Source: an optimization exercise on an open RTL-to-GDS flow (aim: small area, a short achievable clock period and few clock cycles). Production flows keep margins and buffers that such runs may drop. At most, simulation tests tie the RTL to the original design; equivalence was not proved.

==> inputs of run a <==
Design fir_filter, start of the top module:
module fir_filter #(
    parameter DATA_WIDTH = 16,
    parameter TAPS = 16
)(
    input wire clk,
    input wire reset,
    input wire start_fir,
    input wire [1:0] filter_mode,
    input wire [TAPS*DATA_WIDTH-1:0] input_buffer,
    output reg signed [DATA_WIDTH-1:0] fir_output,
    output reg fir_done
);
Settings: LEC_CHECK=0, CAP_MARGIN=20, CORE_MARGIN=2, CORE_UTILIZATION=40, GPL_TIMING_DRIVEN=1, PLACE_DENSITY=0.6, SETUP_SLACK_MARGIN=4.8, SLEW_MARGIN=20, SYNTH_HIERARCHICAL=1, SYNTH_MINIMUM_KEEP_SIZE=0; clock period 11.0 ns.
standard.sh (not shown) runs the stock make flow with config.mk's settings and CLKGATE_MAP_FILE= SYNTH_SCRIPT=/design/flow/synth_recipe.tcl, a recipe that flattens the netlist after the stock synthesis.
==> flow/flow/run.sh <==
#!/bin/bash
# The standard layout (standard.sh) with smaller port buffers (buf_1).
set -uo pipefail
bash standard.sh "BUFFER_PORTS_ARGS=-buffer_cell sky130_fd_sc_hd__buf_1" finish > standard_make.log 2>&1
==> inputs of run b, as changes to run a <==
- SETUP_SLACK_MARGIN: 4.8 -> 4.5
==> impl_metrics.py <==
metrics = {
    "status": {
        "status": "complete, no violations",
    },
    "worst_setup_path": {
        "max_stage_delay_ns": 0.61,
        "critPathLaunchType": "input pin",
    },
    "placed_design": {
        "place_ws_ns": 3.84,
        "gp_congestion": 1.00,
    },
    "sta": {
        "period_needed_ns": 6.40,
    },
    "drt": {
        "wirelength_um": 61800,
        "wl_met3_um": 3740,
    },
    "cts": {
        "postCtsSetupBuffers": 1,
        "path_clk_slew_ns": 0.05,
    },
    "layout": {
        "multi_input_area_share": 0.818,
        "clkCellAreaFrac": 0.0167,
        "fin_area_um2": 21100,
    },
}
-- figures above: run b

==> impl_metrics.py <==
metrics = {
    "status": {
        "status": "complete, no violations",
    },
    "synth": {
        "synth_edf_count": 0,
        "synth_top_flop_cell": "dfxtp_1",
    },
    "sta": {
        "period_needed_ns": 6.24,
    },
    "worst_setup_path": {
        "max_stage_delay_ns": 0.52,
        "critPathLaunchType": "flip-flop",
    },
    "layout": {
        "n_antenna_cell": 3,
        "clkCellAreaFrac": 0.0144,
        "fin_area_um2": 24300,
        "nets": 3187,
    },
    "drt": {
        "drt_pass1_iterations": 7,
        "wl_met3_um": 5290,
        "wirelength_um": 66200,
    },
    "placed_design": {
        "gp_congestion": 1.00,
    },
    "cts": {
        "path_clk_slew_ns": 0.06,
    },
}
-- figures above: run a

No run of this note included a check of the RTL's function; only the layout flow was run.

========
==> inputs of build 44 <==
fir_filter, a different RTL version from the one above (not shown whole).
export LEC_CHECK = 0
export CAP_MARGIN = 20
export CORE_MARGIN = 2
export CORE_UTILIZATION = 40
export GPL_TIMING_DRIVEN = 0
export PLACE_DENSITY = 0.6
export SETUP_SLACK_MARGIN = 4.0
export SLEW_MARGIN = 20
export SYNTH_HIERARCHICAL = 1
export SYNTH_MINIMUM_KEEP_SIZE = 0
create_clock -name core_clock -period 11.0 [get_ports {clk}]
Scripts as last shown in full above: flow/flow/run.sh
==> trial 22: changes against build 44 <==
CORE_UTILIZATION = 50   (was 40)
PLACE_DENSITY = 0.65   (was 0.6)
==> build 20: changes against build 44 <==
==> flow/flow/run.sh (replaced) <==
#!/bin/bash
# The standard layout (standard.sh), with smaller port buffers and power
# recovery (downsizing of gates off the critical paths) after global routing.
set -uo pipefail
bash standard.sh "BUFFER_PORTS_ARGS=-buffer_cell sky130_fd_sc_hd__buf_1" RECOVER_POWER=100 finish > standard_make.log 2>&1
==> parameters.txt <==
Parameter                              Value

Outcome
  Run status    complete, no violations

Worst setup path
  Endpoint of the most critical setup path    r0_16

Finish
  Clock distribution area overhead in the final layout    1.448%
  Diodes inserted    6
  Buffers, non-clock    388
  Proportion of cell area occupied by multi-input gates    77.74%

Routing
  Routed via count    16900
  Wire per inst    29.95 um

GRT
  Met1 GRT Util    45.88%
Source of the figures above: build 20

==> parameters.txt <==
Parameter                              Value

Outcome
  Run status    complete, no violations

Finish
  Diodes inserted    5
  Clock distribution area overhead in the final layout    1.586%
  Proportion of cell area occupied by multi-input gates    78.28%
  Buffers, non-clock    390

Routing
  Wire per inst    31.67 um
  Routed via count    17070

Worst setup path
  Endpoint of the most critical setup path    r0_11
Source of the figures above: trial 22

==> parameters.txt <==
Parameter                              Value

Routing
  Routed via count    16940

GRT
  Met1 GRT Util    45.88%

Finish
  Buffers, non-clock    388
  Clock distribution area overhead in the final layout    1.436%

Worst setup path
  Endpoint of the most critical setup path    r0_6

Outcome
  Run status    complete, no violations
Source of the figures above: build 44

Testbench counts of build 44, summed over its fixed seeds: cycles 1,032.
Testbench counts of trial 22, summed over its fixed seeds: cycles 1,032.
Testbench counts of build 20, summed over its fixed seeds: cycles 1,032.

========
==> indigo: inputs <==
Another version of the RTL of fir_filter (not shown whole).
Settings: LEC_CHECK=0, CAP_MARGIN=20, CORE_MARGIN=2, CORE_UTILIZATION=40, GPL_TIMING_DRIVEN=1, PLACE_DENSITY=0.6, SETUP_SLACK_MARGIN=4.3, SLEW_MARGIN=20, SYNTH_HIERARCHICAL=1, SYNTH_MINIMUM_KEEP_SIZE=0; clock period 11.0 ns.
==> flow/flow/run.sh <==
#!/bin/bash
# The standard layout (standard.sh) with smaller port buffers (buf_1).
set -uo pipefail
bash standard.sh "BUFFER_PORTS_ARGS=-buffer_cell sky130_fd_sc_hd__buf_1" finish > standard_make.log 2>&1
==> inputs of tundra, as changes to indigo <==
SETUP_SLACK_MARGIN = 4.5   (was 4.3)
==> results.txt <==
Of indigo and tundra, indigo has the higher worst hold slack (gap 0.0081 ns). Between tundra and indigo, the lower first-iteration DRC count is in indigo (gap about 20%, measured against indigo). Flip-flop and latch count is the same in tundra and indigo. Global-route usage: tundra is higher than indigo (0.82 points). Critical path depth is the same in indigo and tundra. In synthesized area, tundra and indigo do not differ. In tundra the core utilization is higher than in indigo, by 2.6 points.
No functional check of the RTL was part of any run of this note.

========
==> v18 <==
Another version of the RTL of fir_filter (not shown whole).
==> flow/design.v (excerpt) <==
module fir_filter #(
    parameter DATA_WIDTH = 16,
    parameter TAPS = 16
)(
    input wire clk,
    input wire reset,
    input wire start_fir,
    input wire [1:0] filter_mode,
    input wire [TAPS*DATA_WIDTH-1:0] input_buffer,
    output reg signed [DATA_WIDTH-1:0] fir_output,
    output reg fir_done
);
    wire m0 = filter_mode == 2'd0;
    wire m1 = filter_mode == 2'd1;
    wire m2 = filter_mode == 2'd2;
    wire m3 = filter_mode == 2'd3;
    wire [15:0] x0 = input_buffer[15:0];
    wire [15:0] x1 = input_buffer[31:16];
    wire [15:0] x2 = input_buffer[47:32];
    wire [15:0] x3 = input_buffer[63:48];
    wire [15:0] x4 = input_buffer[79:64];
    wire [15:0] x5 = input_buffer[95:80];
    wire [15:0] x6 = input_buffer[111:96];
    wire [15:0] x7 = input_buffer[127:112];
    wire [15:0] x8 = input_buffer[143:128];
    wire [15:0] x9 = input_buffer[159:144];
    wire [15:0] x10 = input_buffer[175:160];
    wire [15:0] x11 = input_buffer[191:176];
    wire [15:0] x12 = input_buffer[207:192];
    wire [15:0] x13 = input_buffer[223:208];
    wire [15:0] x14 = input_buffer[239:224];
    wire [15:0] x15 = input_buffer[255:240];
    reg r0_0;
    reg r0_1;
    reg r0_2;
    reg r0_3;
    reg r0_4;
    reg r0_5;
    reg r0_6;
    reg r0_7;
    reg r0_8;
    reg r0_9;
    reg r0_10;
    reg r0_11;
    reg r0_12;
    reg r0_13;
    reg r0_14;
    reg r0_15;
    reg r0_16;
    reg r0_17;
    reg r0_18;
    reg r0_19;
    reg r0_20;
    reg r0_21;
    reg r1_0;
    reg r1_1;
    reg r1_2;
    reg r1_3;
  ...
Settings: LEC_CHECK=0, CAP_MARGIN=20, CORE_MARGIN=2, CORE_UTILIZATION=40, GPL_TIMING_DRIVEN=1, PLACE_DENSITY=0.6, SETUP_SLACK_MARGIN=4.5, SLEW_MARGIN=20, SYNTH_HIERARCHICAL=1, SYNTH_MINIMUM_KEEP_SIZE=0; clock period 11.0 ns.
==> flow/flow/run.sh <==
#!/bin/bash
# The standard layout (standard.sh) with smaller port buffers (buf_1), and the
# AOI21 cells of the synthesized netlist started at their smallest size
# (flow/downsize.tcl, run before floorplanning).
set -uo pipefail
bash standard.sh "BUFFER_PORTS_ARGS=-buffer_cell sky130_fd_sc_hd__buf_1" "PRE_FLOORPLAN_TCL=$(pwd)/flow/downsize.tcl" finish > standard_make.log 2>&1
==> flow/flow/downsize.tcl <==
# Run before floorplanning: synthesis maps the AOI21 cells of the prefix adders to
# the double-strength a21oi_2; start them at a21oi_1 and let timing repair upsize
# the ones on critical paths.
set db [ord::get_db]
set block [ord::get_db_block]
set small [$db findMaster sky130_fd_sc_hd__a21oi_1]
set n 0
foreach inst [$block getInsts] {
  if {[[$inst getMaster] getName] eq "sky130_fd_sc_hd__a21oi_2"} {
    $inst swapMaster $small
    incr n
  }
}
puts "downsize.tcl: a21oi_2 -> a21oi_1 on $n instances"
==> inputs of v3, as changes to v18 <==
--- a/flow/config.mk
+++ b/flow/config.mk
@@ -10,7 +10,7 @@
 export CORE_UTILIZATION = 40
 export GPL_TIMING_DRIVEN = 1
 export PLACE_DENSITY = 0.6
-export SETUP_SLACK_MARGIN = 4.5
+export SETUP_SLACK_MARGIN = 4.15
 export SLEW_MARGIN = 20
 export SYNTH_HIERARCHICAL = 1
 export SYNTH_MINIMUM_KEEP_SIZE = 0
==> comparison table <==
Fillers: v3 4029; v18 3879
Transition time at the pin with the least slew margin: v3 0.902 ns; v18 0.949 ns
Buffer count excluding the clock tree in the final layout: v3 290; v18 332
Met1 Resource Use GR: v3 36.5%; v18 32.9%
Placed wire-length estimate after detailed placement: v3 44.5 mm; v18 43.2 mm
Number of antenna violations at the first check in global routing: v3 0; v18 1
Result of the run: v3 no timing/DRC/antenna violations; v18 no timing/DRC/antenna violations
Time the final worst path needs with I/O delays and setup: v3 6.68 ns; v18 6.44 ns
Post-Place Cells: v3 2667; v18 2668
Normalized max-slew margin: v3 39.7%; v18 36.7%
Wire length of the first global-routing pass: v3 81.2 mm; v18 79.4 mm
Total of clock buffers placed in the layout: v3 9; v18 12
Wirelength, routed: v3 51.8 mm; v18 51.6 mm
Multi-input logic area: v3 14700 um2; v18 15600 um2
Final core utilization: v3 45.4%; v18 48.8%
Met2 demand-to-capacity share in global routing: v3 38.7%; v18 41.2%
Critical Path AT: v3 6.88 ns; v18 6.65 ns
Share of final-layout standard cells stronger than drive strength 1: v3 3.57%; v18 13.6%
Testbench counts of v18, summed over its fixed seeds: cycles 1,032.
Testbench counts of v3, summed over its fixed seeds: cycles 1,032.

========
==> v36 <==
fir_filter, a different RTL version from the one above (not shown whole).
// fir_filter
module fir_filter #(
    parameter DATA_WIDTH = 16,
    parameter TAPS = 16
)(
    input wire clk,
    input wire reset,
    input wire start_fir,
    input wire [1:0] filter_mode,
    input wire [TAPS*DATA_WIDTH-1:0] input_buffer,
    output reg signed [DATA_WIDTH-1:0] fir_output,
    output reg fir_done
);
clock: 11.0 ns
lec_check: 0
cap_margin: 20
core_margin: 2
core_utilization: 40
gpl_timing_driven: 1
place_density: 0.6
setup_slack_margin: 3.8
slew_margin: 20
synth_hierarchical: 1
synth_minimum_keep_size: 0
==> flow/flow/run.sh <==
#!/bin/bash
# The standard layout (standard.sh) with smaller port buffers (buf_1).
set -uo pipefail
bash standard.sh "BUFFER_PORTS_ARGS=-buffer_cell sky130_fd_sc_hd__buf_1" finish > standard_make.log 2>&1
==> v4: changes against v36 <==
--- a/flow/config.mk
+++ b/flow/config.mk
@@ -11,5 +11,5 @@
 export GPL_TIMING_DRIVEN = 1
 export PLACE_DENSITY = 0.6
-export SETUP_SLACK_MARGIN = 3.8
+export SETUP_SLACK_MARGIN = 4.3
 export SLEW_MARGIN = 20
 export SYNTH_HIERARCHICAL = 1
==> v12: changes against v36 <==
--- a/flow/config.mk
+++ b/flow/config.mk
@@ -11,5 +11,5 @@
 export GPL_TIMING_DRIVEN = 1
 export PLACE_DENSITY = 0.6
-export SETUP_SLACK_MARGIN = 3.8
+export SETUP_SLACK_MARGIN = 4.0
 export SLEW_MARGIN = 20
 export SYNTH_HIERARCHICAL = 1
==> results.txt <==
metric                                                        v4             v36             v12
Count of non-filler cells in the finished layout            2762            2713            2722
Buffers, non-clock                                           341             292             300
Non-clk buf share                                          7.52%           5.94%           6.07%
WL met3                                                  4240 µm         3780 µm         4510 µm
Share of cells above drive strength 1                      15.1%           4.42%           7.44%
Length of routed wiring on met1                         24900 µm        26200 µm        25900 µm
Detailed route wirelength on metal2                     27700 µm        26500 µm        26100 µm
Total vias in the final route                              16.0k           15.7k           15.7k
Post-placement cell area                              0.0189 mm²      0.0189 mm²      0.0189 mm²
Outcome                                           finished clean  finished clean  finished clean
Layout Area Growth over Synthesis                          22.1%           12.3%           15.5%
Postcts setup bufs                                            27               0               3
Global routing met2 resource utilization                   42.2%           42.5%           40.5%
Testbench counts of v36, summed over its fixed seeds: cycles 1,032.
Testbench counts of v4, summed over its fixed seeds: cycles 1,032.
Testbench counts of v12, summed over its fixed seeds: cycles 1,032.

========
==> 06-09 <==
RTL: one of the versions met above, not the one the previous note started from.
clock: 11.0 ns
lec_check: 0
cap_margin: 20
core_margin: 2
core_utilization: 40
gpl_timing_driven: 1
place_density: 0.6
setup_slack_margin: 4.3
slew_margin: 20
synth_hierarchical: 1
synth_minimum_keep_size: 0
Scripts as last shown in full above: flow/flow/run.sh
==> inputs of 09-05, as changes to 06-09 <==
==> flow/flow/run.sh (replaced) <==
#!/bin/bash
# The standard layout (standard.sh), with smaller port buffers and power
# recovery (downsizing of gates off the critical paths) after global routing.
set -uo pipefail
bash standard.sh "BUFFER_PORTS_ARGS=-buffer_cell sky130_fd_sc_hd__buf_1" RECOVER_POWER=100 finish > standard_make.log 2>&1
CAP_MARGIN = 0   (was 20)
GPL_TIMING_DRIVEN = 0   (was 1)
SETUP_SLACK_MARGIN = unset   (was 4.3)
SLEW_MARGIN = 0   (was 20)
==> inputs of 08-24, as changes to 06-09 <==
GPL_TIMING_DRIVEN = 0   (was 1)
SETUP_SLACK_MARGIN = 3.5   (was 4.3)
==> results.txt <==
In sequential cell count, 08-24 and 09-05 do not differ. Die area is the same in 06-09 and 08-24. 06-09 produced a clean layout. 08-24 completed with no timing, DRC or antenna violations. 09-05 ran to the end with violations: capacitance limit, slew limit. Maximum frequency: 06-09 > 08-24 > 09-05. Area after synthesis is the same in 08-24 and 09-05. Wire length: 09-05 > 08-24 > 06-09. Between 09-05 and 06-09, the lower via count is in 06-09 (gap 4.4%, measured against 06-09). The highest core utilization belongs to 06-09, the lowest to 09-05.
==> figures <==
item                                                                   06-09                          09-05           08-24
Result of the run                                             finished clean       finished with violations  finished clean
Reasons for failing layout checks                                          -  capacitance limit, slew limit               -
Count of filler cells inserted in the layout                           4,054                          4,335           4,299
Antenna violations before repair                                           1                              5               3
Setup repair after global routing missed its margin                      yes                             no             yes
Final non-filler cell total                                            2,699                          2,708           2,706
Worst endpoint data arrival time                                     4.61 ns                        8.77 ns         7.63 ns
Vias per std cell                                                       5.95                           6.18            6.21
Post-Route WL                                                        69.8 mm                        81.3 mm         81.3 mm
Final Util                                                             0.493                          0.452           0.458
Detailed Place HPWL                                                  47.4 mm                        66.6 mm         66.6 mm
Met3 layer wire length in the routed design                          7.40 mm                        10.1 mm         10.2 mm
Maximum number of pins on one net before global-route repair             103                             14              14
Clock buffer and inverter area fraction after layout                  0.0137                         0.0163          0.0161
Sequential cell area                                                1300 um2                       1270 um2        1270 um2
Post-cts repair resize count                                              99                              0             122
First-pass GRT wire length                                            102 mm                         117 mm          117 mm
Final max-slew violation count                                             0                             13               0
Fraction of cell area in non-clock buffers                             0.118                         0.0724          0.0823
Testbench counts of 06-09, summed over its fixed seeds: cycles 1,032.
Testbench counts of 09-05, summed over its fixed seeds: cycles 1,032.
Testbench counts of 08-24, summed over its fixed seeds: cycles 1,032.

[static timing again, ports no longer ideal]
How much do the figures lean on ideal ports? The routed layouts below were timed once more, with nothing changed but the port constraints.
Step 1 assumes that a clkbuf_16 drives the clock port and a buf_2 every other input.
Step 2 also shifts input and output timing later by t, the mid clock arrival at the registers, as if the neighbouring blocks saw the same clock.
a / b / c = ideal / step 1 / step 2; a / b = the first two.
| run | t, ns | setup WS [ns] | hold slack, ns | worst slew at a driven data input, ns | pins driven straight from the clock port |
|---|---|---|---|---|---|
| run a | 0.367 | 4.757 / 4.716 / 4.431 | 1.668 / 1.646 / 2.013 | 0.06 | 1 |
| run b | 0.365 | 4.602 / 4.614 / 4.253 | 1.668 / 1.652 / 2.018 | 0.05 | 1 |
| build 44 | 0.380 | 4.059 / 4.063 / 3.683 | 1.653 / 1.628 / 2.007 | 0.09 | 1 |
| trial 22 | 0.373 | 3.908 / 3.904 / 3.531 | 1.665 / 1.648 / 2.021 | 0.08 | 1 |
| build 20 | 0.379 | 2.442 / 2.465 / 2.086 | 1.652 / 1.627 / 2.006 | 0.09 | 1 |
| indigo | 0.373 | 4.403 / 4.423 / 4.050 | 1.665 / 1.645 / 2.019 | 0.10 | 1 |
| tundra | 0.370 | 4.592 / 4.573 / 4.235 | 1.657 / 1.634 / 2.005 | 0.08 | 1 |
| v18 | 0.375 | 4.557 / 4.579 / 4.204 | 1.662 / 1.638 / 2.013 | 0.06 | 1 |
| v3 | 0.380 | 4.322 / 4.315 / 3.945 | 1.654 / 1.626 / 2.006 | 0.09 | 1 |
| v36 | 0.367 | 3.936 / 3.953 / 3.593 | 1.668 / 1.645 / 2.012 | 0.06 | 1 |
| v4 | 0.367 | 4.113 / 4.134 / 3.766 | 1.671 / 1.646 / 2.014 | 0.04 | 1 |
| v12 | 0.366 | 4.089 / 4.042 / 3.775 | 1.674 / 1.647 / 2.014 | 0.06 | 1 |
| 06-09 | 0.389 | 4.193 / 4.144 / 3.887 | 1.649 / 1.620 / 2.008 | 0.08 | 1 |
| 09-05 | 0.374 | 2.412 / 2.435 / 2.060 | 1.660 / 1.634 / 2.009 | 0.08 | 1 |
| 08-24 | 0.376 | 3.568 / 3.588 / 3.212 | 1.657 / 1.635 / 2.011 | 0.09 | 1 |
